This is an optimization exercise on Yosys and OpenROAD, whose aim is small area, not a production implementation. The RTL was checked by simulation tests, not by an equivalence proof against the original design. The clock input has no modelled driver; a real chip could not lean on it and would need a root buffer or a full tree. Power and IR drop assume default switching activity.

== run A ==
Design led_controller, start of the top module:
module led_controller # (
    parameter T0H = 30,
    parameter T1H = 60,
    parameter T0L = 90,
    parameter T1L = 60,
    parameter TRST = 8000,
    parameter ADDR_WIDTH = 32,
    parameter PIXEL_WIDTH = 24,
    parameter PIXEL_OFFSET = 4
)(
        input wire clk,
        input wire aresetn,
        input wire [ADDR_WIDTH - 1:0] dout,
        output wire [ADDR_WIDTH - 1:0] addr,
        output reg en,
        output reg led_data,
        output wire [3:0] web,
        output wire rst
    );
==> flow/config.mk <==
export PLATFORM = sky130hd
export DESIGN_NAME = led_controller
export DESIGN_NICKNAME = led_controller
export VERILOG_FILES = /design/flow/design.v
export SDC_FILE = /design/flow/constraint.sdc
export NUM_CORES = 4
export LEC_CHECK = 0
export CAP_MARGIN = 20
export CORE_MARGIN = 2
export CORE_UTILIZATION = 40
export SLEW_MARGIN = 20
==> flow/constraint.sdc <==
create_clock -name core_clock -period 10.0 [get_ports {clk}]
set_input_delay 2.0000 -clock core_clock [delete_from_list [all_inputs] [get_ports {clk}]]
set_output_delay 2.0000 -clock core_clock [all_outputs]
set_load 0.01 [all_outputs]
standard.sh (not shown) runs the stock make flow with config.mk's settings and CLKGATE_MAP_FILE= SYNTH_SCRIPT=/design/flow/synth_recipe.tcl, a recipe that flattens the netlist after the stock synthesis.
==> flow/flow/run.sh <==
#!/bin/bash
# Layout flow: the standard ORFS flow (standard.sh) with three changes:
# * synthesis maps the logic with an area-recovering ABC script (flow/area.abc)
#   instead of ORFS's delay script; everything else in synthesis, including
#   the registers, is the standard synthesis (synth_recipe.tcl);
# * the input and output ports are buffered with the smallest buffer;
# * the clock tree is built from clkbuf_8 cells, without dummy loads.
# Each tool's output goes to ORFS's logs (orfs/logs/...); make's output to
# flow_make.log here.
set -euo pipefail
W=$PWD
sed 's#^\( *\)log_cmd abc {\*}\$abc_args#\1set abc_args [lreplace $abc_args 1 1 '"$W"'/flow/area.abc]\n\1log_cmd abc {*}$abc_args#' \
    "$FLOW_HOME/scripts/synth.tcl" > my_synth.tcl
grep -q "flow/area.abc" my_synth.tcl
sed "s#source \$::env(SCRIPTS_DIR)/synth.tcl#source $W/my_synth.tcl#" synth_recipe.tcl > my_synth_recipe.tcl
grep -q "my_synth.tcl" my_synth_recipe.tcl
sed "s#SYNTH_SCRIPT=[^ ]*#SYNTH_SCRIPT=$W/my_synth_recipe.tcl#" standard.sh > my_standard.sh
grep -q "my_synth_recipe.tcl" my_standard.sh
export BUFFER_PORTS_ARGS="-buffer_cell sky130_fd_sc_hd__buf_1"
export CTS_ARGS="${CTS_ARGS_OVERRIDE:--sink_clustering_enable -repair_clock_nets -dont_use_dummy_load -buf_list sky130_fd_sc_hd__clkbuf_8 -sink_buffer_max_cap_derate 1.0 -sink_clustering_size 40 -sink_clustering_max_diameter 200}"
bash my_standard.sh > flow_make.log 2>&1
==> flow/flow/area.abc <==
&get -n
&st
&dch
&nf -R 1000
&st
&syn2
&if -g -K 6
&synch2
&nf -R 1000
&st
&syn2
&if -g -K 6
&synch2
&nf -R 1000
&put
topo
Run A finished every step from synthesis to the final layout, and the layout passed the timing, DRC and antenna checks.
> inputs changed (run A -> run B)
--- a/flow/flow/run.sh
+++ b/flow/flow/run.sh
@@ -19,3 +19,3 @@
 export BUFFER_PORTS_ARGS="-buffer_cell sky130_fd_sc_hd__buf_1"
-export CTS_ARGS="${CTS_ARGS_OVERRIDE:--sink_clustering_enable -repair_clock_nets -dont_use_dummy_load -buf_list sky130_fd_sc_hd__clkbuf_8 -sink_buffer_max_cap_derate 1.0 -sink_clustering_size 40 -sink_clustering_max_diameter 200}"
+export CTS_ARGS="${CTS_ARGS_OVERRIDE:--sink_clustering_enable -repair_clock_nets -dont_use_dummy_load -buf_list {sky130_fd_sc_hd__clkbuf_2 sky130_fd_sc_hd__clkbuf_4 sky130_fd_sc_hd__clkbuf_8}}"
 bash my_standard.sh > flow_make.log 2>&1
==> notes.md <==
Cell area came out exactly the same in run B and run A. Comparing run A against run B, there is no change at all in number of cells in the finished layout apart from fillers. Comparing run A with run B, the share of the clock period used by the worst path after layout came out essentially unchanged. As far as sum of routed wire length over all layers goes, run B and run A are indistinguishable; the numbers are identical. Between run A and run B, the areal power density over the cells figures differ only marginally. Changes observed in run B relative to run A: CTS clock-pin slew for the worst setup and hold paths comparable; core outline area comparable; number of flops mapped to enable cells by yosys comparable. Compared run B against run A; post-layout total power within noise. Re number of H-tree levels: no difference whatsoever between run A and run B. As far as global-route usage goes, run B and run A are indistinguishable; the numbers are identical.
What run C does differently from run B at the input level:
--- a/flow/flow/run.sh
+++ b/flow/flow/run.sh
@@ -19,3 +19,3 @@
 export BUFFER_PORTS_ARGS="-buffer_cell sky130_fd_sc_hd__buf_1"
-export CTS_ARGS="${CTS_ARGS_OVERRIDE:--sink_clustering_enable -repair_clock_nets -dont_use_dummy_load -buf_list {sky130_fd_sc_hd__clkbuf_2 sky130_fd_sc_hd__clkbuf_4 sky130_fd_sc_hd__clkbuf_8}}"
+export CTS_ARGS="${CTS_ARGS_OVERRIDE:--sink_clustering_enable -repair_clock_nets -dont_use_dummy_load -buf_list sky130_fd_sc_hd__clkbuf_16 -sink_clustering_size 40 -sink_clustering_max_diameter 200}"
 bash my_standard.sh > flow_make.log 2>&1
### Flow results
- Run C and run B ended up with nearly the same fmax.
- [compare] base=run B new=run C: final critical delay including setup and external delays -0.0051 ns, die area barely changed, global-route met3 utilization went down, global-route usage stayed essentially flat.
- Cmp run C vs run B: post-route core utilization higher in run C
- What run C reported for power consumed by the clock network has to be multiplied by 0.70 to get the figure for run B.
Edits applied to the flow inputs when going from run C to run D:
--- a/flow/flow/run.sh
+++ b/flow/flow/run.sh
@@ -19,3 +19,3 @@
 export BUFFER_PORTS_ARGS="-buffer_cell sky130_fd_sc_hd__buf_1"
-export CTS_ARGS="${CTS_ARGS_OVERRIDE:--sink_clustering_enable -repair_clock_nets -dont_use_dummy_load -buf_list sky130_fd_sc_hd__clkbuf_16 -sink_clustering_size 40 -sink_clustering_max_diameter 200}"
+export CTS_ARGS="${CTS_ARGS_OVERRIDE:--sink_clustering_enable -repair_clock_nets -dont_use_dummy_load -buf_list sky130_fd_sc_hd__clkbuf_8}"
 bash my_standard.sh > flow_make.log 2>&1
--- outcome ---
Flip-flop and latch count after synthesis essentially unchanged between run D and run C.
Utilization run C -> run D: down
Run D vs run C — total of fill cells in the finished design rose about 1.4%.
The clock buffer count from CTS of run D and that of run C are within noise of each other.
Across both runs, area added between synthesis and finish was lower for run D than for run C.
Logic gate share of total power is lower on run C

Another version of the RTL of led_controller (not shown whole).
Size: roughly 450 cells after synthesis, roughly 4800 um2 of cells after synthesis.
export LEC_CHECK = 0
export CAP_MARGIN = 20
export CORE_MARGIN = 2
export CORE_UTILIZATION = 40
export SLEW_MARGIN = 20
create_clock -name core_clock -period 10.0 [get_ports {clk}]
==> flow/flow/run.sh <==
#!/bin/bash
# Layout flow: the standard ORFS flow (standard.sh) with these changes:
# * synthesis maps the logic with an area-recovering ABC script (flow/area.abc)
#   instead of ORFS's delay script; everything else in synthesis, including
#   the registers, is the standard synthesis (synth_recipe.tcl);
# * the input and output ports are buffered with the smallest buffer;
# * the constant outputs share one tie cell;
# * after ORFS's clock tree synthesis, flow/clocktree.tcl rebuilds the clock
#   tree as one level of four buffers fed by the clock port, each driving the
#   flip-flops of one quarter of the layout; routing and the rest then run as
#   usual (with their timing repair).
# make's output goes to flow_make.log, the clock tree step's to clocktree.log;
# each ORFS step's own log is under orfs/logs/.
set -euo pipefail
W=$PWD
sed 's#^\( *\)log_cmd abc {\*}\$abc_args#\1set abc_args [lreplace $abc_args 1 1 '"$W"'/flow/area.abc]\n\1log_cmd abc {*}$abc_args#' \
    "$FLOW_HOME/scripts/synth.tcl" > my_synth.tcl
grep -q "flow/area.abc" my_synth.tcl
sed "s#source \$::env(SCRIPTS_DIR)/synth.tcl#source $W/my_synth.tcl#" synth_recipe.tcl > my_synth_recipe.tcl
grep -q "my_synth.tcl" my_synth_recipe.tcl
sed "s#SYNTH_SCRIPT=[^ ]*#SYNTH_SCRIPT=$W/my_synth_recipe.tcl#" standard.sh > my_standard.sh
grep -q "my_synth_recipe.tcl" my_standard.sh
export BUFFER_PORTS_ARGS="-buffer_cell sky130_fd_sc_hd__buf_1"
export SKIP_REPAIR_TIE_FANOUT=1
export CTS_ARGS="-sink_clustering_enable -repair_clock_nets -dont_use_dummy_load -buf_list sky130_fd_sc_hd__clkbuf_8"
bash my_standard.sh synth floorplan place cts > flow_make.log 2>&1
R=orfs/results/$FLOW_PLATFORM/led_controller/base
LIB_FILE=$FLOW_HOME/platforms/$FLOW_PLATFORM/lib/sky130_fd_sc_hd__tt_025C_1v80.lib \
PLATFORM_DIR=$FLOW_HOME/platforms/$FLOW_PLATFORM \
IN_ODB=$R/4_cts.odb IN_SDC=$R/4_cts.sdc OUT_ODB=$R/4_cts.odb \
NLEAF=4 LEAF_BUF=sky130_fd_sc_hd__buf_12 CLK_PORT=clk \
    openroad -no_init -exit flow/clocktree.tcl > clocktree.log 2>&1
bash my_standard.sh finish >> flow_make.log 2>&1
==> flow/flow/area.abc <==
&get -n
&st
&deepsyn -T 30
&dch -f
&nf -R 1000 -p
&put
topo
Other scripts of this flow, unchanged in this note and not shown: flow/flow/clocktree.tcl
Rerun with:
--- a/flow/flow/run.sh
+++ b/flow/flow/run.sh
@@ -5 +5,2 @@
-#   the registers, is the standard synthesis (synth_recipe.tcl);
+#   the registers, is the standard synthesis (synth_recipe.tcl), except
+#   that adders are left to ABC rather than premapped to half-adder cells;
@@ -24,0 +26 @@
+export ADDER_MAP_FILE=
==> flow/flow/area.abc (replaced) <==
&get -n
&st
&deepsyn -T 20
&dch -f
&nf -R 1000 -p
&st
&deepsyn -T 20
&dch -f
&nf -R 1000 -p
&put
topo
CORE_UTILIZATION = 70   (was 40)
The changed run finished with timing, DRC and antenna clean. Total power decreases by 9.9%. Global-route usage went up by 10 points. Cell area is lower by 9.1%. Worst setup slack degrades by 1.1 ns. Wire length falls by 16%. Clock power barely changes. Sequential share of layout area rose by 5.3 points. Via count falls by 10%. Worst hold slack is better by 0.013 ns.
No run of this note takes its clock network from TritonCTS; it comes from the design's own scripts or RTL.

[static timing again, ports no longer ideal]
In the flow no input, the clock included, has a driving cell. The finished layouts below were timed again as built, in two steps. Step 1 (the two cells are an assumption about what drives the block):
set clk [get_ports {clk}]
set_driving_cell -lib_cell sky130_fd_sc_hd__clkbuf_16 $clk
set_driving_cell -lib_cell sky130_fd_sc_hd__buf_2 [delete_from_list [all_inputs] $clk]
Step 2 moves the port delays by t, midway between the first and last clock arrival at a register: inputs arrive t later, outputs are due t later. That takes back most of the time a late clock gives input paths. Slacks: ideal ports / drivers / drivers and shift; pairs: ideal ports / drivers.
run | t (ns) | setup WS [ns] | hold WS [ns] | slew at the worst register clock pin (ns)
run A | 0.392 | 6.675 / 6.675 / 6.675 | 0.535 / 0.535 / 0.535 | 0.09 / 0.09
run B | 0.392 | 6.675 / 6.675 / 6.675 | 0.535 / 0.535 / 0.535 | 0.09 / 0.09
run C | 0.379 | 6.680 / 6.680 / 6.680 | 0.530 / 0.530 / 0.530 | 0.07 / 0.07
run D | 0.392 | 6.675 / 6.675 / 6.675 | 0.535 / 0.535 / 0.535 | 0.09 / 0.09
the first run of note 2 | 0.221 | 4.612 / 4.596 / 4.612 | 0.514 / 0.514 / 0.514 | 0.10 / 0.10
the second run of note 2 | 0.216 | 3.549 / 3.549 / 3.549 | 0.528 / 0.528 / 0.528 | 0.10 / 0.10
After both steps setup and hold are still met in every run listed.
